This design comes from an exercise in tuning for small area, a short achievable clock period and few clock cycles on the open sky130 flow, not from production work.
Where RTL was checked, it was by simulation tests only, not by an equivalence proof against the original.
No functional check of the RTL was part of runs 1 and 2.
Power is estimated from default activity; no workload was simulated.

==> flow/design.v (outline; a module is shown in full before it is edited, if it fits) <==
// module fa1: 4 lines
// module ha1: 4 lines
// module mul_step: 520 lines
// module aoi222: 3 lines
// module nand2x: 3 lines
// module nand4x: 3 lines
// module nand3x: 3 lines
// module nor3x: 3 lines
// module rmux31: 13 lines
// module wbmux: 3 lines
// module reg_file: 27 lines
// module pg_cell: 4 lines
// module gp_black: 4 lines
// module gp_gray: 3 lines
// module xor_cell: 3 lines
// module mux2_cell: 3 lines
// module and2_cell: 3 lines
// module andn_cell: 3 lines
// module jdec_cell: 3 lines
// module nor2_cell: 3 lines
// module nand2_cell: 3 lines
// module eq32: 26 lines
// module add32: 232 lines
// module mips: 196 lines
module mips(
	input clk, arst_n,
	input [31:0] instr, mem_read_data,
	output [31:0] current_inst, alu_out, mem_write_data,
	output mem_write
);
  // ...
==> flow/flow/run.sh <==
#!/bin/bash
# The standard ORFS flow (the standard.sh) with these changes to how the
# layout is made:
#  - timing repair is asked to leave a setup margin, so that the tools keep
#    improving paths that already meet the design's period;
#  - the port buffers are plain buffers;
#  - clock tree synthesis uses larger sink clusters and no dummy loads.
# Each step's output goes to a log of its own.
set -euo pipefail
MARGIN=${MARGIN:-16}
CTS="-sink_clustering_enable -repair_clock_nets -sink_clustering_size 25 -sink_clustering_max_diameter 70 -dont_use_dummy_load"
bash standard.sh synth > log_synth.txt 2>&1
for t in floorplan place cts route finish; do
  bash standard.sh SETUP_SLACK_MARGIN=$MARGIN "BUFFER_PORTS_ARGS=-buffer_cell sky130_fd_sc_hd__buf_2" "CTS_ARGS=$CTS" $t > log_$t.txt 2>&1
done
==> flow/standard.sh <==
#!/bin/bash
# synth_recipe.tcl (not shown) runs the flow's synth.tcl, then flattens the netlist and writes it again
# the make line also repeats each setting of config.mk as NAME=value (left out here)
make -C /OpenROAD-flow-scripts/flow DESIGN_CONFIG=/design/flow/config.mk WORK_HOME=/design/flow/orfs CLKGATE_MAP_FILE= SYNTH_SCRIPT=/design/flow/synth_recipe.tcl "${@:-finish}"
==> flow/config.mk <==
export PLATFORM = sky130hd
export DESIGN_NAME = mips
export DESIGN_NICKNAME = mips
export VERILOG_FILES = /design/flow/design.v
export SDC_FILE = /design/flow/constraint.sdc
export NUM_CORES = 8
export LEC_CHECK = 0
export CAP_MARGIN = 20
export CORE_MARGIN = 2
export CORE_UTILIZATION = 40
export SLEW_MARGIN = 20
export SYNTH_HIERARCHICAL = 1
==> flow/constraint.sdc <==
create_clock -name core_clock -period 22.0 [get_ports {clk}]
set_input_delay 4.4000 -clock core_clock [delete_from_list [all_inputs] [get_ports {clk}]]
set_output_delay 4.4000 -clock core_clock [all_outputs]
set_load 0.01 [all_outputs]
==> results_dict.tcl, run 1 <==
set metrics [dict create \
    status "finished clean" \
    taps 2160 \
    achievable-frequency_mhz 167 \
    leakage_nw 25.4 \
    r2r.worst_path.cells 19 \
    grt_first_pass_wirelength_um 344000 \
    dr_total_vias 48200 \
    path_class "reg -> out" \
    layout.filler_cells 14500 \
    power_group_with_the_largest_share "registers" \
    layout.cells.most_common "edfxtp_1" \
    holdPathEnd "sd_m[23]" \
    synth_top_cell_by_area "edfxtp_1" \
    groute.usage.overall_pct 29.1 \
    clock_sinks 1271 \
    timing.critical_path.arrival_ns 1.59 \
    setup_slack_ns 16.01 \
    detail_route.wirelength_um 247000 \
    postSynthRegisterBits 1271 \
    power_sequential_w 0.00321 \
    clock_power_w 0.00153 \
    number_of_global_route_vias_before_repair 46600 \
    h-tree-depth 3 \
    worst_slew_margin_rel_pct 27.6 \
    skew_ns 0.0967 \
    clk_transition_reported_paths_ns 0.08 \
    synth_ff_type "edfxtp_1" \
    period_share_pct 27.2 \
    drt.antenna.violating_nets 0 \
    max_ir_drop_vdd_uv 56.9 \
    finalMaxSlewViolations 0 \
    detailedRoute.firstIterationViolations 11100 \
    groute.layer.met2.usage_pct 42.1 \
    setup.worst_path.start "sd_m[13]" \
    synth_top_family_by_area "compound AO/OA/AOI/OAI gates" \
    synth.mux.area_fraction_pct 5.26 \
]
==> module reg_file, before the edit <==
module reg_file(
	input clk, we,
	input [3:0] hi1, hi2,
	input [7:0] lo1, lo2,
	input [4:0] a3,
	input [31:0] wd_lo, wd_hi,	 
	output [31:0] rd1_n, rd2_n	 
);
	reg [31:0] r [1:31];
	wire [31:1] s1, s2;
	genvar i, b;
	generate for (i = 1; i < 32; i = i + 1) begin : dec
		assign s1[i] = hi1[i / 8] & lo1[i % 8];
		assign s2[i] = hi2[i / 8] & lo2[i % 8];
	end endgenerate
	generate for (b = 0; b < 32; b = b + 1) begin : gb
		wire [31:1] col;
		for (i = 1; i < 32; i = i + 1) begin : c
			assign col[i] = r[i][b];
		end
		rmux31 m1(.d(col), .s(s1), .yn(rd1_n[b]));
		rmux31 m2(.d(col), .s(s2), .yn(rd2_n[b]));
	end endgenerate
	always @(posedge clk)
		if (we && a3 != 5'd0)
			r[a3] <= a3[4] ? wd_hi : wd_lo;
endmodule
==> module mips, before the edit <==
module mips(
	input clk, arst_n,
	input [31:0] instr, mem_read_data,
	output [31:0] current_inst, alu_out, mem_write_data,
	output mem_write
);
	reg  [31:2] pc_f;
	wire [31:2] pc_f4 = pc_f + 30'd1;
	wire f_j = (instr[31:26] == 6'b000010);
	assign current_inst = {pc_f, 2'b00};
	reg        v_d;
	reg [31:0] ir;
	reg [3:0]  rs_hi, rt_hi;
	reg [7:0]  rs_lo, rt_lo;
	wire [5:0] op = ir[31:26];
	wire [4:0] rs = ir[25:21], rt = ir[20:16], rd = ir[15:11];
	wire [5:0] fn = ir[5:0];
	wire d_r    = v_d & (op == 6'h00);
	wire d_addi = v_d & (op == 6'h08);
	wire d_lw   = v_d & (op == 6'h23);
	wire d_sw   = v_d & (op == 6'h2b);
	wire d_beq  = v_d & (op == 6'h04);
	wire f_sub  = (fn == 6'h22);
	wire f_slt  = (fn == 6'h2a);
	wire f_mul  = (fn == 6'h1c);
	wire [4:0] dst = d_r ? rd : rt;
	wire d_wr   = (d_r | d_addi | d_lw) & (dst != 5'd0);
	wire use_rs = d_r | d_addi | d_lw | d_sw | d_beq;
	wire use_rt = d_r | d_sw | d_beq;
	reg        we_m, ld_m, st_m, mul_m;
	reg [1:0]  mstep;
	reg [23:0] acc_s, acc_c;
	reg        acc_ci;
	reg [4:0]  rd_m;
	reg [31:0] res_m, sd_m, ao_m;
	wire [31:0] rf_an, rf_bn;
	wire [31:0] wb_lo, wb_hi;
	wire mul_busy = mul_m & (mstep != 2'd3);
	wire wb_en = we_m & ~mul_busy;
	reg_file reg_file(.clk(clk), .we(wb_en), .hi1(rs_hi), .lo1(rs_lo), .hi2(rt_hi), .lo2(rt_lo), .a3(rd_m), .wd_lo(wb_lo), .wd_hi(wb_hi), .rd1_n(rf_an), .rd2_n(rf_bn));
	wire hit_a = we_m & (rd_m == rs);
	wire hit_b = we_m & (rd_m == rt);
	wire [31:0] a = hit_a ? res_m : ~rf_an;
	wire [31:0] b = hit_b ? res_m : ~rf_bn;
	wire d_mul = d_r & f_mul;
	wire ld_a = ld_m & hit_a;
	wire ld_b = ld_m & hit_b;
	wire stall = mul_busy |
	             (mul_m & ((use_rs & hit_a) | (use_rt & hit_b))) |
	             (ld_a & use_rs & ~d_mul) | (ld_b & use_rt & ~d_mul & ~d_sw);
	wire [31:0] imm = {{16{ir[15]}}, ir[15:0]};
	wire do_sub = d_r & (f_sub | f_slt);
	wire [31:0] bop = d_r ? b : imm;
	wire [31:0] sum;
	wire        cout;
	add32 alu_add(.a(a), .b(bop ^ {32{do_sub}}), .cin(do_sub), .s(sum), .co(cout));
	wire lt = ~cout;
	wire [31:0] res = d_mul ? a : (d_r & f_slt) ? {31'd0, lt} : sum;
	wire eq;
	eq32 beq_cmp(.a(a), .b(b), .eq(eq));
	reg pred_d;
	wire br_ok = d_beq & ~stall & ~pred_d;
	wire redirect = br_ok & eq;
	wire redirect_lo, redirect_hi;
	and2_cell rdl(.a(br_ok), .b(eq), .y(redirect_lo));
	and2_cell rdh(.a(br_ok), .b(eq), .y(redirect_hi));
	reg       jf_v, fold_d;
	reg [9:2] jf_j, jf_tgt;
	wire jf_hit = jf_v & (pc_f4[9:2] == jf_j);
	wire j_same = ({pc_f4[31:28], instr[25:8]} == pc_f[31:10]);
	wire jf_learn = f_j & j_same & (pc_f[9:2] != 8'd0) & ~stall;
	wire [31:2] d_next = {pc_f[31:10], fold_d ? jf_j : pc_f[9:2]};
	wire [31:2] pc_tgt = d_next + {{14{ir[15]}}, ir[15:0]};
	reg       ub_v;
	reg [9:2] ub_key, ub_tgt;
	wire ub_hit = ub_v & (pc_f[9:2] == ub_key);
	wire fold = jf_hit & ~f_j & ~ub_hit;
	wire ub_learn = d_beq & ~pred_d & (rs == 5'd0) & (rt == 5'd0) & ~stall &
	                (pc_tgt[31:10] == pc_f[31:10]) & (d_next[9:2] != 8'd0);
	wire region_change = redirect ? (pc_tgt[31:10] != pc_f[31:10]) :
	                     stall ? 1'b0 :
	                     f_j ? ~j_same :
	                     ~fold & ~ub_hit & (pc_f[9:2] == 8'hff);
	wire [31:2] pc_a = ub_hit ? {pc_f[31:10], ub_tgt} :
	                   jf_hit ? {pc_f[31:10], jf_tgt} : pc_f4;
	wire [31:2] pc_b = stall ? pc_f : pc_a;
	wire [31:2] pc_j = {pc_f4[31:28], instr[25:0]};
	wire f_jdec, sel_j;
	jdec_cell jd(.op(instr[31:26]), .y(f_jdec));
	andn_cell sj(.a(f_jdec), .bn(stall), .y(sel_j));
	wire [31:2] pc_c, pc_next;
	genvar gi;
	generate for (gi = 2; gi < 32; gi = gi + 1) begin : gpc
		mux2_cell mj(.a(pc_b[gi]), .b(pc_j[gi]), .s(sel_j), .y(pc_c[gi]));
		mux2_cell mr(.a(pc_c[gi]), .b(pc_tgt[gi]), .s(gi < 10 ? redirect_lo : redirect_hi), .y(pc_next[gi]));
	end endgenerate
	wire [7:0]  pbyte;
	wire        pcout;
	wire [23:0] nacc_s, nacc_c;
	mul_step mul_step(.a(res_m), .b(sd_m[7:0]), .s(acc_s), .c(acc_c), .cin(acc_ci),
		.p(pbyte), .cout(pcout), .s_next(nacc_s), .c_next(nacc_c));
	wire [31:0] mprod = {pbyte, sd_m[31:8]};
	wire [31:0] wb_alu = mul_m ? mprod : res_m;
	wbmux wbm_lo(.ld(ld_m), .mem(mem_read_data), .alu(wb_alu), .y(wb_lo));
	wbmux wbm_hi(.ld(ld_m), .mem(mem_read_data), .alu(wb_alu), .y(wb_hi));
	assign alu_out = ao_m;
	assign mem_write_data = sd_m;
	assign mem_write = st_m;
	always @(posedge clk or negedge arst_n) begin
		if (!arst_n) begin
			pc_f <= 30'd0;
			v_d <= 1'b0;
			we_m <= 1'b0;
			ld_m <= 1'b0;
			st_m <= 1'b0;
			mul_m <= 1'b0;
			mstep <= 2'd0;
		end else begin
			pc_f <= pc_next;
			if (!stall)
				v_d <= ~redirect;
			if (mul_busy) begin
				mstep <= mstep + 2'd1;
			end else if (stall) begin
				we_m <= 1'b0;
				ld_m <= 1'b0;
				st_m <= 1'b0;
				mul_m <= 1'b0;
			end else begin
				we_m <= d_wr;
				ld_m <= d_lw;
				st_m <= d_sw;
				mul_m <= d_mul & (dst != 5'd0);
				mstep <= 2'd0;
			end
		end
	end
	always @(posedge clk or negedge arst_n) begin
		if (!arst_n)
			jf_v <= 1'b0;
		else if (region_change)
			jf_v <= 1'b0;
		else if (jf_learn)
			jf_v <= 1'b1;
	end
	always @(posedge clk or negedge arst_n) begin
		if (!arst_n)
			ub_v <= 1'b0;
		else if (region_change)
			ub_v <= 1'b0;
		else if (ub_learn)
			ub_v <= 1'b1;
	end
	always @(posedge clk) begin
		if (ub_learn) begin
			ub_key <= d_next[9:2] - 8'd1;
			ub_tgt <= pc_tgt[9:2];
		end
	end
	always @(posedge clk) begin
		if (jf_learn) begin
			jf_j <= pc_f[9:2];
			jf_tgt <= instr[7:0];
		end
	end
	always @(posedge clk) begin
		if (mul_busy) begin
			acc_s <= nacc_s;
			acc_c <= nacc_c;
			acc_ci <= pcout;
		end else begin
			acc_s <= 24'd0;
			acc_c <= 24'd0;
			acc_ci <= 1'b0;
		end
	end
	always @(posedge clk) begin
		if (!stall) begin
			ir <= instr;
			rs_hi <= 4'd1 << instr[25:24];
			rs_lo <= 8'd1 << instr[23:21];
			rt_hi <= 4'd1 << instr[20:19];
			rt_lo <= 8'd1 << instr[18:16];
			pred_d <= ub_hit;
			fold_d <= fold;
		end
		if (mul_busy) begin
			sd_m <= mprod;
		end else begin
			res_m <= (d_mul & ld_a) ? mem_read_data : res;
			sd_m <= ((d_mul | d_sw) & ld_b) ? mem_read_data : b;
			rd_m <= dst;
		end
		ao_m <= (d_mul & ld_a) ? mem_read_data : res;
	end
endmodule
==> run 2, diff against run 1 <==
--- a/flow/design.v
+++ b/flow/design.v
@@ -567,3 +567,4 @@
 );
-	reg [31:0] r [1:31];
+	reg [31:0] rl [1:15];
+	reg [31:0] rh [16:31];
 	wire [31:1] s1, s2;
@@ -577,3 +578,7 @@
 		for (i = 1; i < 32; i = i + 1) begin : c
-			assign col[i] = r[i][b];
+			if (i < 16) begin : l
+				assign col[i] = rl[i][b];
+			end else begin : h
+				assign col[i] = rh[i][b];
+			end
 		end
@@ -583,4 +588,7 @@
 	always @(posedge clk)
-		if (we && a3 != 5'd0)
-			r[a3] <= a3[4] ? wd_hi : wd_lo;
+		if (we && !a3[4] && a3 != 5'd0)
+			rl[a3[3:0]] <= wd_lo;
+	always @(posedge clk)
+		if (we && a3[4])
+			rh[a3] <= wd_hi;
 endmodule
@@ -603,2 +611,13 @@
 endmodule
+module oreg #(parameter W = 32) (input clk, input [W-1:0] d, output reg [W-1:0] q);
+	always @(posedge clk)
+		q <= d;
+endmodule
+module oreg_r #(parameter W = 32) (input clk, arst_n, input [W-1:0] d, output reg [W-1:0] q);
+	always @(posedge clk or negedge arst_n)
+		if (!arst_n)
+			q <= {W{1'b0}};
+		else
+			q <= d;
+endmodule
 module and2_cell(input a, b, output y);
@@ -885,3 +904,4 @@
 	wire f_j = (instr[31:26] == 6'b000010);
-	assign current_inst = {pc_f, 2'b00};
+	wire [31:2] pc_o;
+	assign current_inst = {pc_o, 2'b00};
 	reg        v_d;
@@ -910,3 +930,3 @@
 	reg [4:0]  rd_m;
-	reg [31:0] res_m, sd_m, ao_m;
+	reg [31:0] res_m, sd_m;
 	wire [31:0] rf_an, rf_bn;
@@ -981,4 +1001,7 @@
 	wbmux wbm_hi(.ld(ld_m), .mem(mem_read_data), .alu(wb_alu), .y(wb_hi));
-	assign alu_out = ao_m;
-	assign mem_write_data = sd_m;
+	wire [31:0] sd_next = mul_busy ? mprod : ((d_mul | d_sw) & ld_b) ? mem_read_data : b;
+	wire [31:0] res_next = (d_mul & ld_a) ? mem_read_data : res;
+	oreg #(32) ao_r(.clk(clk), .d(res_next), .q(alu_out));
+	oreg #(32) sd_r(.clk(clk), .d(sd_next), .q(mem_write_data));
+	oreg_r #(30) pc_r(.clk(clk), .arst_n(arst_n), .d(pc_next), .q(pc_o));
 	assign mem_write = st_m;
@@ -1062,10 +1085,7 @@
 		end
-		if (mul_busy) begin
-			sd_m <= mprod;
-		end else begin
-			res_m <= (d_mul & ld_a) ? mem_read_data : res;
-			sd_m <= ((d_mul | d_sw) & ld_b) ? mem_read_data : b;
+		sd_m <= sd_next;
+		if (!mul_busy) begin
+			res_m <= res_next;
 			rd_m <= dst;
 		end
-		ao_m <= (d_mul & ld_a) ? mem_read_data : res;
 	end
--- a/flow/config.mk
+++ b/flow/config.mk
@@ -9,3 +9,3 @@
 export CORE_MARGIN = 2
-export CORE_UTILIZATION = 40
+export CORE_UTILIZATION = 55
 export SLEW_MARGIN = 20
==> run 2 against run 1 <==
Net effect:
- fmax up 0.26%
- critical path depth up 7
- cell count down 7.0%
- via count down 3.5%
- critical path type is now in -> reg
==> results_dict.tcl, run 2 <==
set metrics [dict create \
    skew_ns 0.104 \
    antenna_found_initial 16 \
    globalRoute.totalOverflow 0 \
    cap_violations 0 \
    max_ir_drop_vdd_uv 81.4 \
    h-tree-depth 3 \
    leakage_nw 25.6 \
    drt_first_pass_iters 14 \
    floorplan.die_area_mm2 0.123 \
    root_buffer_cell "clkbuf_16" \
    crit_fanout 17 \
    cpMaxStageDelayCell "or4b_4" \
    registers.top_by_ff_count "reg_file.rh" \
    synth_top_cell_area_share_pct 50.8 \
    core-area_mm2 0.120 \
    io_buffers 160 \
    postSynthRegisterBits 1333 \
    syn-instance-count 4663 \
    rsz0062_at_grt "yes" \
    worst_skew_pair_latency_ns 0.76 \
    slew_worst_pin_ns 1.01 \
    detail_route.wirelength_um 229000 \
    p_per_area_mw_per_mm2 102 \
    dr_total_vias 46500 \
    crit_buf_inv 2 \
    detailed_place_hpwl_um 150000 \
    synth.cell_area_mm2 0.0662 \
    largest_reg_flops 512 \
    synth.yosys.seq_area_share_pct 57.8 \
    achievable-frequency_mhz 167 \
    post_synth_main_area_contributors "edfxtp_1, a222oi_1, fa_1" \
    clk_transition_reported_paths_ns 0.07 \
    ioPinCount 163 \
    status "finished clean" \
    synth_cell_type_count 100 \
    timing.critical_path.arrival_ns 6.37 \
    period_share_pct 27.2 \
    multi_input_area_mm2 0.0270 \
    finalNetCount 5217 \
    area_added_between_synthesis_and_finish_pct 8.02 \
    dieWidth_um 351 \
    clock_sinks 1333 \
    drc 0 \
    worst_path_dominant_cell_family "simple AND/OR/NAND/NOR gates" \
    place.gp.congestion 0.923 \
    syn-mean-instance-area_um2 14.2 \
    layout.cells.most_common "edfxtp_1" \
    placement_rows 127 \
    synth.cells.most_frequent "edfxtp_1, a222oi_1, and2_1, nand2_1, fa_1" \
    power_w 0.00730 \
    seqCellArea_mm2 0.0382 \
    post_synth_edffs 1119 \
    grt_first_pass_wirelength_um 321000 \
    drt.antenna.violating_nets 0 \
    worst_setup_path_start_kind "primary input" \
    commonest_cells_after_routing_fill_and_taps_aside "edfxtp_1, a222oi_1, and2_1" \
    dp_cells 6369 \
    synth_ff_type "edfxtp_1" \
    timing.hold.worst.class "reg -> reg" \
    route.detailed.vias_per_inst 7.19 \
    finalHoldViolations 0 \
    setup_tns_ns 0 \
    path_common_cell "nor3_4" \
    crit_path_end_kind "flip-flop" \
    numCtsBuffers 92 \
    layout.filler_cells 9457 \
    fraction_of_final_layout_cells_with_drive_strength_greater_than_1_pct 14.3 \
    die-height_um 351 \
    period_minus_slack_ns 5.98 \
    number_of_global_route_vias_before_repair 45400 \
    floorplan.initialDensity_pct 55.3 \
    groute.usage.overall_pct 36.6 \
    max_stage_delay_ns 0.55 \
    detailedRoute.firstIterationViolations 9323 \
    crit_chain "buf_2, or4b_4, nor3_4, nand3_1, nor3_4, o21ai_2, nor3_4, buf_12" \
    worst_slew_margin_rel_pct 32.0 \
    async_reset_ff_share_pct 5.18 \
    cts_tree "done" \
    detail_route.wl_per_cell_um 35.4 \
    final_core_utilization_pct 59.8 \
    finalSetupViolCount 0 \
    cp.required_ns 22.40 \
    path_class "in -> reg" \
    synth.yosys.warnings 10 \
    pin_count_of_the_biggest_net_entering_global_routing 77 \
    most_common_cell_in_the_netlist "edfxtp_1" \
    clockBufferDepth 3 \
    layoutNonFillerInstCount 6465 \
    finalMaxSlewViolations 0 \
    synth_top_cell_by_area "edfxtp_1" \
]
[run 2: cell count changes in the layout (fill, tap and decap cells not counted), moves of 8 or more]
cell and change:
dfrtp_1 +43, nand2_1 +37, dfxtp_1 +35, mux2_2 -34, o21ai_0 +31, nor2_1 -28
a21oi_1 -27, xnor2_1 +23, dfrtp_2 -13, nand3_1 +11, a211oi_1 -8, xor2_1 -8
[run 2: path summary, 6_finish.rpt]
path / startpoint / to / slack, ns / cells after the start
max: instr[26] / jf_tgt[2] / 16.02 / 8
min: mstep[0] / mstep[0] / 0.50 / 1
max reg2reg: rt_hi[0] / res_m[30] / 16.39 / 17
min reg2reg: mstep[0] / mstep[0] / 0.50 / 1
max in group asynchronous: arst_n / ld_m / 17.40 / 1
min in group asynchronous: arst_n / pc_f[8] / 3.85 / 1
[run 2: what timing repair did]
action | 4_1_cts | 5_1_grt
setup endpoints to repair | 64 | 17
pin swaps | 2 | 1
resized for setup | 3 | 2
buffers inserted | 2 | 1
hold buffers | 0 | 0
[run 2: cell families after synthesis]
logic type      Yosys count  share of synthesized area (%)
xor+xnor                234                           3.20
compound gates         1065                           13.7
mux                     240                           4.62
fa+ha+maj               297                           7.97
buf+inv                 228                           1.86
flops                  1333                           57.8
other cells               1                        0.00566
simple gates           1265                           10.9
[run 2: through the flow]
step	setup slack [ns]	area [µm²]	hold WS [ns]
3_3_place_gp	14.67	69100	0.493
5_1_grt	15.97	71500	0.529
3_5_place_dp	14.62	69100	0.505
4_1_cts	16.01	71500	0.510
2_1_floorplan	15.43	66200	0.420
6_report	16.02	71500	0.505
[run 2: power by group]
group / internal (W) / switching [W] / leakage [nW]
logic: 0.000941 / 0.00147 / 12.2
registers: 0.00311 / 0.000221 / 12.3
clock network: 0.000736 / 0.000823 / 1.13
[run 2: layout make-up]
| class | instances | area share, % |
|---|---|---|
| Inverter | 38 | 0.199 |
| Antenna cell | 1 | 0.00350 |
| Clock buffer | 92 | 3.22 |
| Sequential cell | 1333 | 53.5 |
| Tap cell | 1612 | 2.82 |
| Multi-Input combinational cell | 3103 | 37.8 |
| Timing Repair Buffer | 286 | 2.47 |
[run 2: layer usage]
layer | track usage [%] | part of all wire, % | vias to the layer above
li1 | - | - | 19400
met5 | 0.118 | 0.075 | -
met4 | 17.8 | 5.3 | 26
met1 | 49.5 | 38 | 23400
met3 | 8.96 | 12 | 469
met2 | 55.4 | 45 | 3092
[run 2: Yosys stat by module (local to each module, per instance), a selection]
module     area (µm²)  cells inside  copies in the design  flops+latches
and2_cell        6.26             1                     2              0
andn_cell        13.8             1                     1              0
gp_black         13.8             2                    49              0
jdec_cell        20.0             2                     1              0
mul_step         2200           338                     1              0
nand3x           5.00             1                    64              0
nand4x           6.26             1                   128              0
nor3x            10.0             1                    64              0
reg_file        30400          1103                     1            992
wbmux             544            36                     2              0
==> module rmux31, before the edit <==
module rmux31(input [31:1] d, input [31:1] s, output yn);
	wire [10:0] p;
	genvar k;
	generate for (k = 0; k < 10; k = k + 1) begin : g
		aoi222 u(.a0(d[3*k+1]), .s0(s[3*k+1]), .a1(d[3*k+2]), .s1(s[3*k+2]), .a2(d[3*k+3]), .s2(s[3*k+3]), .y(p[k]));
	end endgenerate
	nand2x u10(.a(d[31]), .b(s[31]), .y(p[10]));
	wire q0, q1, q2;
	nand4x n0(.a(p[0]), .b(p[1]), .c(p[2]), .d(p[3]), .y(q0));
	nand4x n1(.a(p[4]), .b(p[5]), .c(p[6]), .d(p[7]), .y(q1));
	nand3x n2(.a(p[8]), .b(p[9]), .c(p[10]), .y(q2));
	nor3x o(.a(q0), .b(q1), .c(q2), .y(yn));
endmodule
==> run 3, diff against run 2 <==
--- a/flow/design.v
+++ b/flow/design.v
@@ -531,4 +531,4 @@
 endmodule
-module nand2x(input a, b, output y);
-	assign y = ~(a & b);
+module aoi22(input a0, s0, a1, s1, output y);
+	assign y = ~((a0 & s0) | (a1 & s1));
 endmodule
@@ -540,12 +540,13 @@
 endmodule
-module nor3x(input a, b, c, output y);
-	assign y = ~(a | b | c);
+module or3x(input a, b, c, output y);
+	assign y = a | b | c;
 endmodule
-module rmux31(input [31:1] d, input [31:1] s, output yn);
+module rmux31(input [31:1] d, input [31:1] s, output y);
 	wire [10:0] p;
 	genvar k;
-	generate for (k = 0; k < 10; k = k + 1) begin : g
+	generate for (k = 0; k < 9; k = k + 1) begin : g
 		aoi222 u(.a0(d[3*k+1]), .s0(s[3*k+1]), .a1(d[3*k+2]), .s1(s[3*k+2]), .a2(d[3*k+3]), .s2(s[3*k+3]), .y(p[k]));
 	end endgenerate
-	nand2x u10(.a(d[31]), .b(s[31]), .y(p[10]));
+	aoi22 u9(.a0(d[28]), .s0(s[28]), .a1(d[29]), .s1(s[29]), .y(p[9]));
+	aoi22 u10(.a0(d[30]), .s0(s[30]), .a1(d[31]), .s1(s[31]), .y(p[10]));
 	wire q0, q1, q2;
@@ -554,6 +555,3 @@
 	nand3x n2(.a(p[8]), .b(p[9]), .c(p[10]), .y(q2));
-	nor3x o(.a(q0), .b(q1), .c(q2), .y(yn));
-endmodule
-module wbmux(input ld, input [31:0] mem, alu, output [31:0] y);
-	assign y = ld ? mem : alu;
+	or3x o(.a(q0), .b(q1), .c(q2), .y(y));
 endmodule
@@ -561,10 +559,7 @@
 	input clk, we,
-	input [3:0] hi1, hi2,
-	input [7:0] lo1, lo2,
-	input [4:0] a3,
-	input [31:0] wd_lo, wd_hi,	 
-	output [31:0] rd1_n, rd2_n	 
+	input [4:0] a1, a2, a3,
+	input [31:0] wd,
+	output [31:0] rd1, rd2
 );
-	reg [31:0] rl [1:15];
-	reg [31:0] rh [16:31];
+	reg [31:0] r [1:31];
 	wire [31:1] s1, s2;
@@ -572,4 +567,4 @@
 	generate for (i = 1; i < 32; i = i + 1) begin : dec
-		assign s1[i] = hi1[i / 8] & lo1[i % 8];
-		assign s2[i] = hi2[i / 8] & lo2[i % 8];
+		assign s1[i] = (a1 == i);
+		assign s2[i] = (a2 == i);
 	end endgenerate
@@ -578,318 +573,10 @@
 		for (i = 1; i < 32; i = i + 1) begin : c
-			if (i < 16) begin : l
-				assign col[i] = rl[i][b];
-			end else begin : h
-				assign col[i] = rh[i][b];
-			end
+			assign col[i] = r[i][b];
 		end
-		rmux31 m1(.d(col), .s(s1), .yn(rd1_n[b]));
-		rmux31 m2(.d(col), .s(s2), .yn(rd2_n[b]));
+		rmux31 m1(.d(col), .s(s1), .y(rd1[b]));
+		rmux31 m2(.d(col), .s(s2), .y(rd2[b]));
 	end endgenerate
 	always @(posedge clk)
-		if (we && !a3[4] && a3 != 5'd0)
-			rl[a3[3:0]] <= wd_lo;
-	always @(posedge clk)
-		if (we && a3[4])
-			rh[a3] <= wd_hi;
-endmodule
-module pg_cell(input a, b, output g, p);
-	assign g = a & b;
-	assign p = a ^ b;
-endmodule
-module gp_black(input g1, p1, g0, p0, output g, p);
-	assign g = g1 | (p1 & g0);
-	assign p = p1 & p0;
-endmodule
-module gp_gray(input g1, p1, g0, output g);
-	assign g = g1 | (p1 & g0);
-endmodule
-module xor_cell(input a, b, output y);
-	assign y = a ^ b;
-endmodule
-module mux2_cell(input a, b, s, output y);
-	assign y = s ? b : a;
-endmodule
-module oreg #(parameter W = 32) (input clk, input [W-1:0] d, output reg [W-1:0] q);
-	always @(posedge clk)
-		q <= d;
-endmodule
-module oreg_r #(parameter W = 32) (input clk, arst_n, input [W-1:0] d, output reg [W-1:0] q);
-	always @(posedge clk or negedge arst_n)
-		if (!arst_n)
-			q <= {W{1'b0}};
-		else
-			q <= d;
-endmodule
-module and2_cell(input a, b, output y);
-	assign y = a & b;
-endmodule
-module andn_cell(input a, bn, output y);
-	assign y = a & ~bn;
-endmodule
-module jdec_cell(input [5:0] op, output y);
-	assign y = (op == 6'b000010);
-endmodule
-module nor2_cell(input a, b, output y);
-	assign y = ~(a | b);
-endmodule
-module nand2_cell(input a, b, output y);
-	assign y = ~(a & b);
-endmodule
-module eq32(input [31:0] a, b, output eq);
-	wire [31:0] x;
-	wire [15:0] l1;
-	wire [7:0] l2;
-	wire [3:0] l3;
-	wire [1:0] l4;
-	genvar i;
-	generate
-		for (i = 0; i < 32; i = i + 1) begin : gx
-			xor_cell u(.a(a[i]), .b(b[i]), .y(x[i]));
-		end
-		for (i = 0; i < 16; i = i + 1) begin : g1
-			nor2_cell u(.a(x[2*i]), .b(x[2*i+1]), .y(l1[i]));
-		end
-		for (i = 0; i < 8; i = i + 1) begin : g2
-			nand2_cell u(.a(l1[2*i]), .b(l1[2*i+1]), .y(l2[i]));
-		end
-		for (i = 0; i < 4; i = i + 1) begin : g3
-			nor2_cell u(.a(l2[2*i]), .b(l2[2*i+1]), .y(l3[i]));
-		end
-		for (i = 0; i < 2; i = i + 1) begin : g4
-			nand2_cell u(.a(l3[2*i]), .b(l3[2*i+1]), .y(l4[i]));
-		end
-	endgenerate
-	nor2_cell u5(.a(l4[0]), .b(l4[1]), .y(eq));
-endmodule
-module add32(input [31:0] a, b, input cin, output [31:0] s, output co);
-  wire [32:0] g0, p0;
-  assign g0[0] = cin;
-  assign p0[0] = 1'b0;
-  pg_cell pg0(.a(a[0]), .b(b[0]), .g(g0[1]), .p(p0[1]));
-  pg_cell pg1(.a(a[1]), .b(b[1]), .g(g0[2]), .p(p0[2]));
-  pg_cell pg2(.a(a[2]), .b(b[2]), .g(g0[3]), .p(p0[3]));
-  pg_cell pg3(.a(a[3]), .b(b[3]), .g(g0[4]), .p(p0[4]));
-  pg_cell pg4(.a(a[4]), .b(b[4]), .g(g0[5]), .p(p0[5]));
-  pg_cell pg5(.a(a[5]), .b(b[5]), .g(g0[6]), .p(p0[6]));
-  pg_cell pg6(.a(a[6]), .b(b[6]), .g(g0[7]), .p(p0[7]));
-  pg_cell pg7(.a(a[7]), .b(b[7]), .g(g0[8]), .p(p0[8]));
-  pg_cell pg8(.a(a[8]), .b(b[8]), .g(g0[9]), .p(p0[9]));
-  pg_cell pg9(.a(a[9]), .b(b[9]), .g(g0[10]), .p(p0[10]));
-  pg_cell pg10(.a(a[10]), .b(b[10]), .g(g0[11]), .p(p0[11]));
-  pg_cell pg11(.a(a[11]), .b(b[11]), .g(g0[12]), .p(p0[12]));
-  pg_cell pg12(.a(a[12]), .b(b[12]), .g(g0[13]), .p(p0[13]));
-  pg_cell pg13(.a(a[13]), .b(b[13]), .g(g0[14]), .p(p0[14]));
-  pg_cell pg14(.a(a[14]), .b(b[14]), .g(g0[15]), .p(p0[15]));
-  pg_cell pg15(.a(a[15]), .b(b[15]), .g(g0[16]), .p(p0[16]));
-  pg_cell pg16(.a(a[16]), .b(b[16]), .g(g0[17]), .p(p0[17]));
-  pg_cell pg17(.a(a[17]), .b(b[17]), .g(g0[18]), .p(p0[18]));
-  pg_cell pg18(.a(a[18]), .b(b[18]), .g(g0[19]), .p(p0[19]));
-  pg_cell pg19(.a(a[19]), .b(b[19]), .g(g0[20]), .p(p0[20]));
-  pg_cell pg20(.a(a[20]), .b(b[20]), .g(g0[21]), .p(p0[21]));
-  pg_cell pg21(.a(a[21]), .b(b[21]), .g(g0[22]), .p(p0[22]));
-  pg_cell pg22(.a(a[22]), .b(b[22]), .g(g0[23]), .p(p0[23]));
-  pg_cell pg23(.a(a[23]), .b(b[23]), .g(g0[24]), .p(p0[24]));
-  pg_cell pg24(.a(a[24]), .b(b[24]), .g(g0[25]), .p(p0[25]));
-  pg_cell pg25(.a(a[25]), .b(b[25]), .g(g0[26]), .p(p0[26]));
-  pg_cell pg26(.a(a[26]), .b(b[26]), .g(g0[27]), .p(p0[27]));
-  pg_cell pg27(.a(a[27]), .b(b[27]), .g(g0[28]), .p(p0[28]));
-  pg_cell pg28(.a(a[28]), .b(b[28]), .g(g0[29]), .p(p0[29]));
-  pg_cell pg29(.a(a[29]), .b(b[29]), .g(g0[30]), .p(p0[30]));
-  pg_cell pg30(.a(a[30]), .b(b[30]), .g(g0[31]), .p(p0[31]));
-  pg_cell pg31(.a(a[31]), .b(b[31]), .g(g0[32]), .p(p0[32]));
-  wire l1_1_g;
-  gp_gray cl1_1(.g1(g0[1]), .p1(p0[1]), .g0(g0[0]), .g(l1_1_g));
-  wire l1_3_g, l1_3_p;
-  gp_black cl1_3(.g1(g0[3]), .p1(p0[3]), .g0(g0[2]), .p0(p0[2]), .g(l1_3_g), .p(l1_3_p));
-  wire l1_5_g, l1_5_p;
-  gp_black cl1_5(.g1(g0[5]), .p1(p0[5]), .g0(g0[4]), .p0(p0[4]), .g(l1_5_g), .p(l1_5_p));
-  wire l1_7_g, l1_7_p;
-  gp_black cl1_7(.g1(g0[7]), .p1(p0[7]), .g0(g0[6]), .p0(p0[6]), .g(l1_7_g), .p(l1_7_p));
-  wire l1_9_g, l1_9_p;
-  gp_black cl1_9(.g1(g0[9]), .p1(p0[9]), .g0(g0[8]), .p0(p0[8]), .g(l1_9_g), .p(l1_9_p));
-  wire l1_11_g, l1_11_p;
-  gp_black cl1_11(.g1(g0[11]), .p1(p0[11]), .g0(g0[10]), .p0(p0[10]), .g(l1_11_g), .p(l1_11_p));
-  wire l1_13_g, l1_13_p;
-  gp_black cl1_13(.g1(g0[13]), .p1(p0[13]), .g0(g0[12]), .p0(p0[12]), .g(l1_13_g), .p(l1_13_p));
-  wire l1_15_g, l1_15_p;
-  gp_black cl1_15(.g1(g0[15]), .p1(p0[15]), .g0(g0[14]), .p0(p0[14]), .g(l1_15_g), .p(l1_15_p));
-  wire l1_17_g, l1_17_p;
-  gp_black cl1_17(.g1(g0[17]), .p1(p0[17]), .g0(g0[16]), .p0(p0[16]), .g(l1_17_g), .p(l1_17_p));
-  wire l1_19_g, l1_19_p;
-  gp_black cl1_19(.g1(g0[19]), .p1(p0[19]), .g0(g0[18]), .p0(p0[18]), .g(l1_19_g), .p(l1_19_p));
-  wire l1_21_g, l1_21_p;
-  gp_black cl1_21(.g1(g0[21]), .p1(p0[21]), .g0(g0[20]), .p0(p0[20]), .g(l1_21_g), .p(l1_21_p));
-  wire l1_23_g, l1_23_p;
-  gp_black cl1_23(.g1(g0[23]), .p1(p0[23]), .g0(g0[22]), .p0(p0[22]), .g(l1_23_g), .p(l1_23_p));
-  wire l1_25_g, l1_25_p;
-  gp_black cl1_25(.g1(g0[25]), .p1(p0[25]), .g0(g0[24]), .p0(p0[24]), .g(l1_25_g), .p(l1_25_p));
-  wire l1_27_g, l1_27_p;
-  gp_black cl1_27(.g1(g0[27]), .p1(p0[27]), .g0(g0[26]), .p0(p0[26]), .g(l1_27_g), .p(l1_27_p));
-  wire l1_29_g, l1_29_p;
-  gp_black cl1_29(.g1(g0[29]), .p1(p0[29]), .g0(g0[28]), .p0(p0[28]), .g(l1_29_g), .p(l1_29_p));
-  wire l1_31_g, l1_31_p;
-  gp_black cl1_31(.g1(g0[31]), .p1(p0[31]), .g0(g0[30]), .p0(p0[30]), .g(l1_31_g), .p(l1_31_p));
-  wire l2_2_g;
-  gp_gray cl2_2(.g1(g0[2]), .p1(p0[2]), .g0(l1_1_g), .g(l2_2_g));
-  wire l2_3_g;
-  gp_gray cl2_3(.g1(l1_3_g), .p1(l1_3_p), .g0(l1_1_g), .g(l2_3_g));
-  wire l2_6_g, l2_6_p;
-  gp_black cl2_6(.g1(g0[6]), .p1(p0[6]), .g0(l1_5_g), .p0(l1_5_p), .g(l2_6_g), .p(l2_6_p));
-  wire l2_7_g, l2_7_p;
-  gp_black cl2_7(.g1(l1_7_g), .p1(l1_7_p), .g0(l1_5_g), .p0(l1_5_p), .g(l2_7_g), .p(l2_7_p));
-  wire l2_10_g, l2_10_p;
-  gp_black cl2_10(.g1(g0[10]), .p1(p0[10]), .g0(l1_9_g), .p0(l1_9_p), .g(l2_10_g), .p(l2_10_p));
-  wire l2_11_g, l2_11_p;
-  gp_black cl2_11(.g1(l1_11_g), .p1(l1_11_p), .g0(l1_9_g), .p0(l1_9_p), .g(l2_11_g), .p(l2_11_p));
-  wire l2_14_g, l2_14_p;
-  gp_black cl2_14(.g1(g0[14]), .p1(p0[14]), .g0(l1_13_g), .p0(l1_13_p), .g(l2_14_g), .p(l2_14_p));
-  wire l2_15_g, l2_15_p;
-  gp_black cl2_15(.g1(l1_15_g), .p1(l1_15_p), .g0(l1_13_g), .p0(l1_13_p), .g(l2_15_g), .p(l2_15_p));
-  wire l2_18_g, l2_18_p;
-  gp_black cl2_18(.g1(g0[18]), .p1(p0[18]), .g0(l1_17_g), .p0(l1_17_p), .g(l2_18_g), .p(l2_18_p));
-  wire l2_19_g, l2_19_p;
-  gp_black cl2_19(.g1(l1_19_g), .p1(l1_19_p), .g0(l1_17_g), .p0(l1_17_p), .g(l2_19_g), .p(l2_19_p));
-  wire l2_22_g, l2_22_p;
-  gp_black cl2_22(.g1(g0[22]), .p1(p0[22]), .g0(l1_21_g), .p0(l1_21_p), .g(l2_22_g), .p(l2_22_p));
-  wire l2_23_g, l2_23_p;
-  gp_black cl2_23(.g1(l1_23_g), .p1(l1_23_p), .g0(l1_21_g), .p0(l1_21_p), .g(l2_23_g), .p(l2_23_p));
-  wire l2_26_g, l2_26_p;
-  gp_black cl2_26(.g1(g0[26]), .p1(p0[26]), .g0(l1_25_g), .p0(l1_25_p), .g(l2_26_g), .p(l2_26_p));
-  wire l2_27_g, l2_27_p;
-  gp_black cl2_27(.g1(l1_27_g), .p1(l1_27_p), .g0(l1_25_g), .p0(l1_25_p), .g(l2_27_g), .p(l2_27_p));
-  wire l2_30_g, l2_30_p;
-  gp_black cl2_30(.g1(g0[30]), .p1(p0[30]), .g0(l1_29_g), .p0(l1_29_p), .g(l2_30_g), .p(l2_30_p));
-  wire l2_31_g, l2_31_p;
-  gp_black cl2_31(.g1(l1_31_g), .p1(l1_31_p), .g0(l1_29_g), .p0(l1_29_p), .g(l2_31_g), .p(l2_31_p));
-  wire l3_4_g;
-  gp_gray cl3_4(.g1(g0[4]), .p1(p0[4]), .g0(l2_3_g), .g(l3_4_g));
-  wire l3_5_g;
-  gp_gray cl3_5(.g1(l1_5_g), .p1(l1_5_p), .g0(l2_3_g), .g(l3_5_g));
-  wire l3_6_g;
-  gp_gray cl3_6(.g1(l2_6_g), .p1(l2_6_p), .g0(l2_3_g), .g(l3_6_g));
-  wire l3_7_g;
-  gp_gray cl3_7(.g1(l2_7_g), .p1(l2_7_p), .g0(l2_3_g), .g(l3_7_g));
-  wire l3_12_g, l3_12_p;
-  gp_black cl3_12(.g1(g0[12]), .p1(p0[12]), .g0(l2_11_g), .p0(l2_11_p), .g(l3_12_g), .p(l3_12_p));
-  wire l3_13_g, l3_13_p;
-  gp_black cl3_13(.g1(l1_13_g), .p1(l1_13_p), .g0(l2_11_g), .p0(l2_11_p), .g(l3_13_g), .p(l3_13_p));
-  wire l3_14_g, l3_14_p;
-  gp_black cl3_14(.g1(l2_14_g), .p1(l2_14_p), .g0(l2_11_g), .p0(l2_11_p), .g(l3_14_g), .p(l3_14_p));
-  wire l3_15_g, l3_15_p;
-  gp_black cl3_15(.g1(l2_15_g), .p1(l2_15_p), .g0(l2_11_g), .p0(l2_11_p), .g(l3_15_g), .p(l3_15_p));
-  wire l3_20_g, l3_20_p;
-  gp_black cl3_20(.g1(g0[20]), .p1(p0[20]), .g0(l2_19_g), .p0(l2_19_p), .g(l3_20_g), .p(l3_20_p));
-  wire l3_21_g, l3_21_p;
-  gp_black cl3_21(.g1(l1_21_g), .p1(l1_21_p), .g0(l2_19_g), .p0(l2_19_p), .g(l3_21_g), .p(l3_21_p));
-  wire l3_22_g, l3_22_p;
-  gp_black cl3_22(.g1(l2_22_g), .p1(l2_22_p), .g0(l2_19_g), .p0(l2_19_p), .g(l3_22_g), .p(l3_22_p));
-  wire l3_23_g, l3_23_p;
-  gp_black cl3_23(.g1(l2_23_g), .p1(l2_23_p), .g0(l2_19_g), .p0(l2_19_p), .g(l3_23_g), .p(l3_23_p));
-  wire l3_28_g, l3_28_p;
-  gp_black cl3_28(.g1(g0[28]), .p1(p0[28]), .g0(l2_27_g), .p0(l2_27_p), .g(l3_28_g), .p(l3_28_p));
-  wire l3_29_g, l3_29_p;
-  gp_black cl3_29(.g1(l1_29_g), .p1(l1_29_p), .g0(l2_27_g), .p0(l2_27_p), .g(l3_29_g), .p(l3_29_p));
-  wire l3_30_g, l3_30_p;
-  gp_black cl3_30(.g1(l2_30_g), .p1(l2_30_p), .g0(l2_27_g), .p0(l2_27_p), .g(l3_30_g), .p(l3_30_p));
-  wire l3_31_g, l3_31_p;
-  gp_black cl3_31(.g1(l2_31_g), .p1(l2_31_p), .g0(l2_27_g), .p0(l2_27_p), .g(l3_31_g), .p(l3_31_p));
-  wire l4_8_g;
-  gp_gray cl4_8(.g1(g0[8]), .p1(p0[8]), .g0(l3_7_g), .g(l4_8_g));
-  wire l4_9_g;
-  gp_gray cl4_9(.g1(l1_9_g), .p1(l1_9_p), .g0(l3_7_g), .g(l4_9_g));
-  wire l4_10_g;
-  gp_gray cl4_10(.g1(l2_10_g), .p1(l2_10_p), .g0(l3_7_g), .g(l4_10_g));
-  wire l4_11_g;
-  gp_gray cl4_11(.g1(l2_11_g), .p1(l2_11_p), .g0(l3_7_g), .g(l4_11_g));
-  wire l4_12_g;
-  gp_gray cl4_12(.g1(l3_12_g), .p1(l3_12_p), .g0(l3_7_g), .g(l4_12_g));
-  wire l4_13_g;
-  gp_gray cl4_13(.g1(l3_13_g), .p1(l3_13_p), .g0(l3_7_g), .g(l4_13_g));
-  wire l4_14_g;
-  gp_gray cl4_14(.g1(l3_14_g), .p1(l3_14_p), .g0(l3_7_g), .g(l4_14_g));
-  wire l4_15_g;
-  gp_gray cl4_15(.g1(l3_15_g), .p1(l3_15_p), .g0(l3_7_g), .g(l4_15_g));
-  wire l4_24_g, l4_24_p;
-  gp_black cl4_24(.g1(g0[24]), .p1(p0[24]), .g0(l3_23_g), .p0(l3_23_p), .g(l4_24_g), .p(l4_24_p));
-  wire l4_25_g, l4_25_p;
-  gp_black cl4_25(.g1(l1_25_g), .p1(l1_25_p), .g0(l3_23_g), .p0(l3_23_p), .g(l4_25_g), .p(l4_25_p));
-  wire l4_26_g, l4_26_p;
-  gp_black cl4_26(.g1(l2_26_g), .p1(l2_26_p), .g0(l3_23_g), .p0(l3_23_p), .g(l4_26_g), .p(l4_26_p));
-  wire l4_27_g, l4_27_p;
-  gp_black cl4_27(.g1(l2_27_g), .p1(l2_27_p), .g0(l3_23_g), .p0(l3_23_p), .g(l4_27_g), .p(l4_27_p));
-  wire l4_28_g, l4_28_p;
-  gp_black cl4_28(.g1(l3_28_g), .p1(l3_28_p), .g0(l3_23_g), .p0(l3_23_p), .g(l4_28_g), .p(l4_28_p));
-  wire l4_29_g, l4_29_p;
-  gp_black cl4_29(.g1(l3_29_g), .p1(l3_29_p), .g0(l3_23_g), .p0(l3_23_p), .g(l4_29_g), .p(l4_29_p));
-  wire l4_30_g, l4_30_p;
-  gp_black cl4_30(.g1(l3_30_g), .p1(l3_30_p), .g0(l3_23_g), .p0(l3_23_p), .g(l4_30_g), .p(l4_30_p));
-  wire l4_31_g, l4_31_p;
-  gp_black cl4_31(.g1(l3_31_g), .p1(l3_31_p), .g0(l3_23_g), .p0(l3_23_p), .g(l4_31_g), .p(l4_31_p));
-  wire l5_16_g;
-  gp_gray cl5_16(.g1(g0[16]), .p1(p0[16]), .g0(l4_15_g), .g(l5_16_g));
-  wire l5_17_g;
-  gp_gray cl5_17(.g1(l1_17_g), .p1(l1_17_p), .g0(l4_15_g), .g(l5_17_g));
-  wire l5_18_g;
-  gp_gray cl5_18(.g1(l2_18_g), .p1(l2_18_p), .g0(l4_15_g), .g(l5_18_g));
-  wire l5_19_g;
-  gp_gray cl5_19(.g1(l2_19_g), .p1(l2_19_p), .g0(l4_15_g), .g(l5_19_g));
-  wire l5_20_g;
-  gp_gray cl5_20(.g1(l3_20_g), .p1(l3_20_p), .g0(l4_15_g), .g(l5_20_g));
-  wire l5_21_g;
-  gp_gray cl5_21(.g1(l3_21_g), .p1(l3_21_p), .g0(l4_15_g), .g(l5_21_g));
-  wire l5_22_g;
-  gp_gray cl5_22(.g1(l3_22_g), .p1(l3_22_p), .g0(l4_15_g), .g(l5_22_g));
-  wire l5_23_g;
-  gp_gray cl5_23(.g1(l3_23_g), .p1(l3_23_p), .g0(l4_15_g), .g(l5_23_g));
-  wire l5_24_g;
-  gp_gray cl5_24(.g1(l4_24_g), .p1(l4_24_p), .g0(l4_15_g), .g(l5_24_g));
-  wire l5_25_g;
-  gp_gray cl5_25(.g1(l4_25_g), .p1(l4_25_p), .g0(l4_15_g), .g(l5_25_g));
-  wire l5_26_g;
-  gp_gray cl5_26(.g1(l4_26_g), .p1(l4_26_p), .g0(l4_15_g), .g(l5_26_g));
-  wire l5_27_g;
-  gp_gray cl5_27(.g1(l4_27_g), .p1(l4_27_p), .g0(l4_15_g), .g(l5_27_g));
-  wire l5_28_g;
-  gp_gray cl5_28(.g1(l4_28_g), .p1(l4_28_p), .g0(l4_15_g), .g(l5_28_g));
-  wire l5_29_g;
-  gp_gray cl5_29(.g1(l4_29_g), .p1(l4_29_p), .g0(l4_15_g), .g(l5_29_g));
-  wire l5_30_g;
-  gp_gray cl5_30(.g1(l4_30_g), .p1(l4_30_p), .g0(l4_15_g), .g(l5_30_g));
-  wire l5_31_g;
-  gp_gray cl5_31(.g1(l4_31_g), .p1(l4_31_p), .g0(l4_15_g), .g(l5_31_g));
-  wire l6_32_g;
-  gp_gray cl6_32(.g1(g0[32]), .p1(p0[32]), .g0(l5_31_g), .g(l6_32_g));
-  xor_cell sx0(.a(p0[1]), .b(g0[0]), .y(s[0]));
-  xor_cell sx1(.a(p0[2]), .b(l1_1_g), .y(s[1]));
-  xor_cell sx2(.a(p0[3]), .b(l2_2_g), .y(s[2]));
-  xor_cell sx3(.a(p0[4]), .b(l2_3_g), .y(s[3]));
-  xor_cell sx4(.a(p0[5]), .b(l3_4_g), .y(s[4]));
-  xor_cell sx5(.a(p0[6]), .b(l3_5_g), .y(s[5]));
-  xor_cell sx6(.a(p0[7]), .b(l3_6_g), .y(s[6]));
-  xor_cell sx7(.a(p0[8]), .b(l3_7_g), .y(s[7]));
-  xor_cell sx8(.a(p0[9]), .b(l4_8_g), .y(s[8]));
-  xor_cell sx9(.a(p0[10]), .b(l4_9_g), .y(s[9]));
-  xor_cell sx10(.a(p0[11]), .b(l4_10_g), .y(s[10]));
-  xor_cell sx11(.a(p0[12]), .b(l4_11_g), .y(s[11]));
-  xor_cell sx12(.a(p0[13]), .b(l4_12_g), .y(s[12]));
-  xor_cell sx13(.a(p0[14]), .b(l4_13_g), .y(s[13]));
-  xor_cell sx14(.a(p0[15]), .b(l4_14_g), .y(s[14]));
-  xor_cell sx15(.a(p0[16]), .b(l4_15_g), .y(s[15]));
-  xor_cell sx16(.a(p0[17]), .b(l5_16_g), .y(s[16]));
-  xor_cell sx17(.a(p0[18]), .b(l5_17_g), .y(s[17]));
-  xor_cell sx18(.a(p0[19]), .b(l5_18_g), .y(s[18]));
-  xor_cell sx19(.a(p0[20]), .b(l5_19_g), .y(s[19]));
-  xor_cell sx20(.a(p0[21]), .b(l5_20_g), .y(s[20]));
-  xor_cell sx21(.a(p0[22]), .b(l5_21_g), .y(s[21]));
-  xor_cell sx22(.a(p0[23]), .b(l5_22_g), .y(s[22]));
-  xor_cell sx23(.a(p0[24]), .b(l5_23_g), .y(s[23]));
-  xor_cell sx24(.a(p0[25]), .b(l5_24_g), .y(s[24]));
-  xor_cell sx25(.a(p0[26]), .b(l5_25_g), .y(s[25]));
-  xor_cell sx26(.a(p0[27]), .b(l5_26_g), .y(s[26]));
-  xor_cell sx27(.a(p0[28]), .b(l5_27_g), .y(s[27]));
-  xor_cell sx28(.a(p0[29]), .b(l5_28_g), .y(s[28]));
-  xor_cell sx29(.a(p0[30]), .b(l5_29_g), .y(s[29]));
-  xor_cell sx30(.a(p0[31]), .b(l5_30_g), .y(s[30]));
-  xor_cell sx31(.a(p0[32]), .b(l5_31_g), .y(s[31]));
-  assign co = l6_32_g;
+		if (we && a3 != 5'd0)
+			r[a3] <= wd;
 endmodule
@@ -904,8 +591,5 @@
 	wire f_j = (instr[31:26] == 6'b000010);
-	wire [31:2] pc_o;
-	assign current_inst = {pc_o, 2'b00};
+	assign current_inst = {pc_f, 2'b00};
 	reg        v_d;
 	reg [31:0] ir;
-	reg [3:0]  rs_hi, rt_hi;
-	reg [7:0]  rs_lo, rt_lo;
 	wire [5:0] op = ir[31:26];
@@ -931,17 +615,13 @@
 	reg [31:0] res_m, sd_m;
-	wire [31:0] rf_an, rf_bn;
-	wire [31:0] wb_lo, wb_hi;
+	wire [31:0] rf_a, rf_b;
+	wire [31:0] wb;
 	wire mul_busy = mul_m & (mstep != 2'd3);
 	wire wb_en = we_m & ~mul_busy;
-	reg_file reg_file(.clk(clk), .we(wb_en), .hi1(rs_hi), .lo1(rs_lo), .hi2(rt_hi), .lo2(rt_lo), .a3(rd_m), .wd_lo(wb_lo), .wd_hi(wb_hi), .rd1_n(rf_an), .rd2_n(rf_bn));
+	reg_file reg_file(.clk(clk), .we(wb_en), .a1(rs), .a2(rt), .a3(rd_m), .wd(wb), .rd1(rf_a), .rd2(rf_b));
 	wire hit_a = we_m & (rd_m == rs);
 	wire hit_b = we_m & (rd_m == rt);
-	wire [31:0] a = hit_a ? res_m : ~rf_an;
-	wire [31:0] b = hit_b ? res_m : ~rf_bn;
-	wire d_mul = d_r & f_mul;
-	wire ld_a = ld_m & hit_a;
-	wire ld_b = ld_m & hit_b;
-	wire stall = mul_busy |
-	             (mul_m & ((use_rs & hit_a) | (use_rt & hit_b))) |
-	             (ld_a & use_rs & ~d_mul) | (ld_b & use_rt & ~d_mul & ~d_sw);
+	wire [31:0] a = hit_a ? res_m : rf_a;
+	wire [31:0] b = hit_b ? res_m : rf_b;
+	wire late = ld_m | mul_m;
+	wire stall = mul_busy | (late & ((use_rs & hit_a) | (use_rt & hit_b)));
 	wire [31:0] imm = {{16{ir[15]}}, ir[15:0]};
@@ -949,45 +629,7 @@
 	wire [31:0] bop = d_r ? b : imm;
-	wire [31:0] sum;
-	wire        cout;
-	add32 alu_add(.a(a), .b(bop ^ {32{do_sub}}), .cin(do_sub), .s(sum), .co(cout));
-	wire lt = ~cout;
-	wire [31:0] res = d_mul ? a : (d_r & f_slt) ? {31'd0, lt} : sum;
-	wire eq;
-	eq32 beq_cmp(.a(a), .b(b), .eq(eq));
-	reg pred_d;
-	wire br_ok = d_beq & ~stall & ~pred_d;
-	wire redirect = br_ok & eq;
-	wire redirect_lo, redirect_hi;
-	and2_cell rdl(.a(br_ok), .b(eq), .y(redirect_lo));
-	and2_cell rdh(.a(br_ok), .b(eq), .y(redirect_hi));
-	reg       jf_v, fold_d;
-	reg [9:2] jf_j, jf_tgt;
-	wire jf_hit = jf_v & (pc_f4[9:2] == jf_j);
-	wire j_same = ({pc_f4[31:28], instr[25:8]} == pc_f[31:10]);
-	wire jf_learn = f_j & j_same & (pc_f[9:2] != 8'd0) & ~stall;
-	wire [31:2] d_next = {pc_f[31:10], fold_d ? jf_j : pc_f[9:2]};
-	wire [31:2] pc_tgt = d_next + {{14{ir[15]}}, ir[15:0]};
-	reg       ub_v;
-	reg [9:2] ub_key, ub_tgt;
-	wire ub_hit = ub_v & (pc_f[9:2] == ub_key);
-	wire fold = jf_hit & ~f_j & ~ub_hit;
-	wire ub_learn = d_beq & ~pred_d & (rs == 5'd0) & (rt == 5'd0) & ~stall &
-	                (pc_tgt[31:10] == pc_f[31:10]) & (d_next[9:2] != 8'd0);
-	wire region_change = redirect ? (pc_tgt[31:10] != pc_f[31:10]) :
-	                     stall ? 1'b0 :
-	                     f_j ? ~j_same :
-	                     ~fold & ~ub_hit & (pc_f[9:2] == 8'hff);
-	wire [31:2] pc_a = ub_hit ? {pc_f[31:10], ub_tgt} :
-	                   jf_hit ? {pc_f[31:10], jf_tgt} : pc_f4;
-	wire [31:2] pc_b = stall ? pc_f : pc_a;
-	wire [31:2] pc_j = {pc_f4[31:28], instr[25:0]};
-	wire f_jdec, sel_j;
-	jdec_cell jd(.op(instr[31:26]), .y(f_jdec));
-	andn_cell sj(.a(f_jdec), .bn(stall), .y(sel_j));
-	wire [31:2] pc_c, pc_next;
-	genvar gi;
-	generate for (gi = 2; gi < 32; gi = gi + 1) begin : gpc
-		mux2_cell mj(.a(pc_b[gi]), .b(pc_j[gi]), .s(sel_j), .y(pc_c[gi]));
-		mux2_cell mr(.a(pc_c[gi]), .b(pc_tgt[gi]), .s(gi < 10 ? redirect_lo : redirect_hi), .y(pc_next[gi]));
-	end endgenerate
+	wire [32:0] sum = {1'b0, a} + {1'b0, do_sub ? ~bop : bop} + {32'd0, do_sub};
+	wire lt = ~sum[32];
+	wire [31:0] res = (d_r & f_mul) ? a : (d_r & f_slt) ? {31'd0, lt} : sum[31:0];
+	wire eq = (a == b);
+	wire redirect = d_beq & eq & ~stall;
 	wire [7:0]  pbyte;
@@ -998,10 +640,5 @@
 	wire [31:0] mprod = {pbyte, sd_m[31:8]};
-	wire [31:0] wb_alu = mul_m ? mprod : res_m;
-	wbmux wbm_lo(.ld(ld_m), .mem(mem_read_data), .alu(wb_alu), .y(wb_lo));
-	wbmux wbm_hi(.ld(ld_m), .mem(mem_read_data), .alu(wb_alu), .y(wb_hi));
-	wire [31:0] sd_next = mul_busy ? mprod : ((d_mul | d_sw) & ld_b) ? mem_read_data : b;
-	wire [31:0] res_next = (d_mul & ld_a) ? mem_read_data : res;
-	oreg #(32) ao_r(.clk(clk), .d(res_next), .q(alu_out));
-	oreg #(32) sd_r(.clk(clk), .d(sd_next), .q(mem_write_data));
-	oreg_r #(30) pc_r(.clk(clk), .arst_n(arst_n), .d(pc_next), .q(pc_o));
+	assign wb = ld_m ? mem_read_data : mul_m ? mprod : res_m;
+	assign alu_out = res_m;
+	assign mem_write_data = sd_m;
 	assign mem_write = st_m;
@@ -1017,5 +654,11 @@
 		end else begin
-			pc_f <= pc_next;
-			if (!stall)
+			if (!stall) begin
+				if (redirect)
+					pc_f <= pc_f + {{14{ir[15]}}, ir[15:0]};
+				else if (f_j)
+					pc_f <= {pc_f4[31:28], instr[25:0]};
+				else
+					pc_f <= pc_f4;
 				v_d <= ~redirect;
+			end
 			if (mul_busy) begin
@@ -1031,3 +674,3 @@
 				st_m <= d_sw;
-				mul_m <= d_mul & (dst != 5'd0);
+				mul_m <= d_r & f_mul & (dst != 5'd0);
 				mstep <= 2'd0;
@@ -1036,30 +679,2 @@
 	end
-	always @(posedge clk or negedge arst_n) begin
-		if (!arst_n)
-			jf_v <= 1'b0;
-		else if (region_change)
-			jf_v <= 1'b0;
-		else if (jf_learn)
-			jf_v <= 1'b1;
-	end
-	always @(posedge clk or negedge arst_n) begin
-		if (!arst_n)
-			ub_v <= 1'b0;
-		else if (region_change)
-			ub_v <= 1'b0;
-		else if (ub_learn)
-			ub_v <= 1'b1;
-	end
-	always @(posedge clk) begin
-		if (ub_learn) begin
-			ub_key <= d_next[9:2] - 8'd1;
-			ub_tgt <= pc_tgt[9:2];
-		end
-	end
-	always @(posedge clk) begin
-		if (jf_learn) begin
-			jf_j <= pc_f[9:2];
-			jf_tgt <= instr[7:0];
-		end
-	end
 	always @(posedge clk) begin
@@ -1076,14 +691,9 @@
 	always @(posedge clk) begin
-		if (!stall) begin
+		if (!stall)
 			ir <= instr;
-			rs_hi <= 4'd1 << instr[25:24];
-			rs_lo <= 8'd1 << instr[23:21];
-			rt_hi <= 4'd1 << instr[20:19];
-			rt_lo <= 8'd1 << instr[18:16];
-			pred_d <= ub_hit;
-			fold_d <= fold;
-		end
-		sd_m <= sd_next;
-		if (!mul_busy) begin
-			res_m <= res_next;
+		if (mul_busy) begin
+			sd_m <= mprod;
+		end else if (!stall) begin
+			res_m <= res;
+			sd_m <= b;
 			rd_m <= dst;
==> flow/flow/run.sh (replaced) <==
#!/bin/bash
# The standard ORFS flow (the standard.sh), with timing repair asked to
# leave a setup margin, so that the tools keep improving paths that already
# meet the design's period. Each step's output goes to a log of its own.
set -euo pipefail
MARGIN=${MARGIN:-16}
bash standard.sh synth > log_synth.txt 2>&1
for t in floorplan place cts route finish; do
  bash standard.sh SETUP_SLACK_MARGIN=$MARGIN $t > log_$t.txt 2>&1
done
--- a/flow/config.mk
+++ b/flow/config.mk
@@ -9,3 +9,3 @@
 export CORE_MARGIN = 2
-export CORE_UTILIZATION = 55
+export CORE_UTILIZATION = 40
 export SLEW_MARGIN = 20
==> run 3 against run 2 <==
Net effect:
- combinational power rose by 7%
- first-iteration DRC count is 12% higher
- global-route usage decreased by 6.3 points
- register-to-register slack lost 0.46 ns
- clock skew shrank 0.067 ns
- routed wire length rose by 3.3%
- die area up 23%
- largest power group unchanged
- worst setup slack worse by 0.092 ns
==> results_dict.tcl, run 3 <==
set metrics [dict create \
    detail_route.wirelength_um 236000 \
    p_per_area_mw_per_mm2 107 \
    clockBufferDepth 3 \
    synth.cells.most_frequent "edfxtp_1, a222oi_1, and2_1, fa_1, nor2_1" \
    finalSetupViolCount 0 \
    postSynthRegisterBits 1179 \
    floorplan.initialDensity_pct 40.3 \
    syn-mean-instance-area_um2 14.1 \
    drt-met1-wl_um 87500 \
    post_synth_main_area_contributors "edfxtp_1, a222oi_1, fa_1" \
    synth_top_cell_area_share_pct 55.2 \
    h-tree-depth 4 \
    place_worst_setup_slack_ns 15.37 \
    timing.critical_path.arrival_ns 6.55 \
    setup_tns_ns 0 \
    cp.required_ns 22.48 \
    clk_transition_reported_paths_ns 0.06 \
    path_class "reg -> reg" \
    area_added_between_synthesis_and_finish_pct 19.2 \
    drt.antenna.violating_nets 0 \
    dieWidth_um 390 \
    dr_total_vias 46100 \
    detail_route.wl_per_cell_um 35.3 \
    hold_depth 1 \
    fin_area_mm2 0.0709 \
    commonest_cells_after_routing_fill_and_taps_aside "edfxtp_1, a222oi_1, and2_1" \
    timing.hold.worst.class "reg -> reg" \
    most_common_cell_in_the_netlist "edfxtp_1" \
    ioPinCount 163 \
    worst_skew_pair_latency_ns 0.78 \
    synth.yosys.warnings 8 \
    period_share_pct 27.6 \
    slew_worst_pin_ns 1.15 \
    drc 0 \
    r2r.worst_path.cells 18 \
    final.hold.worst_slack_ns 0.515 \
    pin_count_of_the_biggest_net_entering_global_routing 70 \
    fraction_of_final_layout_cells_with_drive_strength_greater_than_1_pct 19.1 \
    period_minus_slack_ns 6.07 \
    met3RoutedLength_um 36200 \
    crit_path_end_kind "flip-flop" \
    synth_cell_type_count 82 \
    power_w 0.00762 \
    number_of_global_route_vias_before_repair 43700 \
    globalRoute.totalOverflow 0 \
    grt_first_pass_wirelength_um 327000 \
    rsz0062_at_grt "yes" \
    max_ir_drop_vdd_uv 90.8 \
    synth.yosys.seq_area_share_pct 58.4 \
    cts_tree "done" \
    floorplan.die_area_mm2 0.152 \
    status "finished clean" \
    r2r-end "res_m[31]" \
    timing.reg2reg.setup_slack_ns 15.93 \
    post_synth_edffs 1093 \
    core-area_mm2 0.148 \
    largest_reg_flops 992 \
    synth_ff_type "edfxtp_1" \
    syn-instance-count 4216 \
    holdPathEnd "mstep[0]" \
    min-delay-start "mstep[0]" \
    worst_setup_path_start_kind "flip-flop" \
    die-height_um 390 \
    drt_first_pass_iters 17 \
    clock_sinks 1179 \
    total_length_of_routed_met2_wires_um 101000 \
    synth_top_cell_by_area "edfxtp_1" \
    achievable-frequency_mhz 165 \
    r2r_start "ir[20]" \
    layout.cells.most_common "edfxtp_1" \
    registers.top_by_ff_count "reg_file.r" \
    place.gp.congestion 0.970 \
    groute.usage.overall_pct 30.2 \
    skew_ns 0.0378 \
    leakage_nw 24.6 \
    synth.cell_area_mm2 0.0595 \
    finalMaxSlewViolations 0 \
    worst_slew_margin_rel_pct 23.2 \
    finalNetCount 5029 \
    finalHoldViolations 0 \
    dr.max_layer_used "met5" \
    layout.filler_cells 12700 \
    root_buffer_cell "clkbuf_16" \
    placement_rows 141 \
    detailed_place_hpwl_um 142000 \
    detailedRoute.firstIterationViolations 10400 \
    numCtsBuffers 131 \
    setup_slack_ns 15.93 \
    post_dp_cell_area_mm2 0.0647 \
    antenna_found_initial 30 \
    crit_fanout 32 \
    io_buffers 160 \
    route.detailed.vias_per_inst 6.89 \
    async_reset_ff_share_pct 3.14 \
    cap_violations 0 \
]
==> run 3: cell families after synthesis <==
group | Yosys count | synth area share (%)
other | 1 | 0.00630
DFF | 1179 | 58.4
AOI/OAI and AO/OA | 1173 | 17.3
xor gates and xnor gates | 152 | 2.24
buffers and inverters | 226 | 1.81
muxes | 79 | 1.36
adders and majority gates | 302 | 8.99
and+or+nand+nor | 1104 | 9.90
==> run 3: area by class of cell <==
type                       count  area (µm²)  share of cell area [%]
tap                         1930        2410                    3.41
clock inverter                65         648                   0.914
inverter                      63         236                   0.333
timing repair buffer         472        4380                    6.17
sequential                  1179       34800                    49.0
antenna                        6        15.0                  0.0212
clock buffer                 165        3500                    4.94
multi-input combinational   2814       25000                    35.2
==> run 3: Yosys stat by module, one instance, submodules excluded, excerpt <==
module / flops+latches / cell area (µm²) / copies in the design / cells
reg_file: 992 / 30400 / 1 / 1130
mips: 187 / 13600 / 1 / 1567
mul_step: 0 / 2200 / 1 / 338
fa1: 0 / 20.0 / 206 / 1
aoi22: 0 / 12.5 / 128 / 1
ha1: 0 / 12.5 / 15 / 1
aoi222: 0 / 10.0 / 576 / 1
nand4x: 0 / 6.26 / 128 / 1
or3x: 0 / 6.26 / 64 / 1
nand3x: 0 / 5.00 / 64 / 1
==> run 3: critical path: stages, from the launching register on <==
cell and delay, ns:
edfxtp_1 0.51, nand2b_4 0.22, buf_4 0.15, nor2_4 0.03
buf_4 0.30, a222oi_1 0.52, nand4_1 0.55, or3_1 0.57
mux2i_1 0.47, xnor2_1 0.22, o21ai_0 0.11, ha_1 0.42
a21o_1 0.20, a211o_1 0.32, a2111oi_1 0.38, a21oi_1 0.19
a221oi_2 0.33, xor2_1 0.18, o22ai_1 0.08
==> run 3: power breakdown <==
| group | switching, W | internal (W) |
|---|---|---|
| Combinational | 0.00161 | 0.000974 |
| Clock | 0.000931 | 0.00125 |
| Sequential | 0.0000837 | 0.00277 |
==> run 3: through the flow <==
stage | utilization (%) | instances
floorplan | - | 4217
global placement | 43.8 | 6308
detailed placement | 43.8 | 6308
CTS | 47.4 | 6647
global route | 48.0 | 6689
finish | 48.0 | 6694
==> run 3: worst max-delay path by stage <==
stage / from / endpoint / cells past startpoint
after detailed placement: ir[17] / res_m[30] / 21
after floorplan: ir[22] / res_m[30] / 21
after global placement: ir[17] / res_m[30] / 21
after global routing: ir[17] / res_m[30] / 25
after CTS: ir[16] / res_m[30] / 20
final: ir[20] / res_m[31] / 18
==> run 3: what timing repair did <==
| action | 4_1_cts | 5_1_grt |
|---|---|---|
| endpoints found under the hold margin | 0 | 0 |
| cloned | 9 | 0 |
| hold buffers | 0 | 0 |
| pin swaps | 8 | 61 |
| setup buffers | 100 | 39 |
| setup endpoints to repair | 105 | 20 |
| gates resized for setup | 294 | 107 |
==> run 3: per-layer routing <==
| metal | track usage (%) | up-vias |
|---|---|---|
| li1 | - | 18600 |
| met1 | 40.5 | 23300 |
| met2 | 43.8 | 3691 |
| met3 | 10.7 | 563 |
| met4 | 13.9 | 28 |
| met5 | 0.734 | - |
Testbench counts of run 3, summed over its fixed seeds: cycles 161,251.

Re-timed with assumed drivers on the ports (clkbuf_16 on the clock, buf_2 on other inputs), run 3 has 15.931 ns of setup slack against 15.931 ns with ideal ports, and 15.716 ns once port delays also move by the mid clock arrival of 0.837 ns.
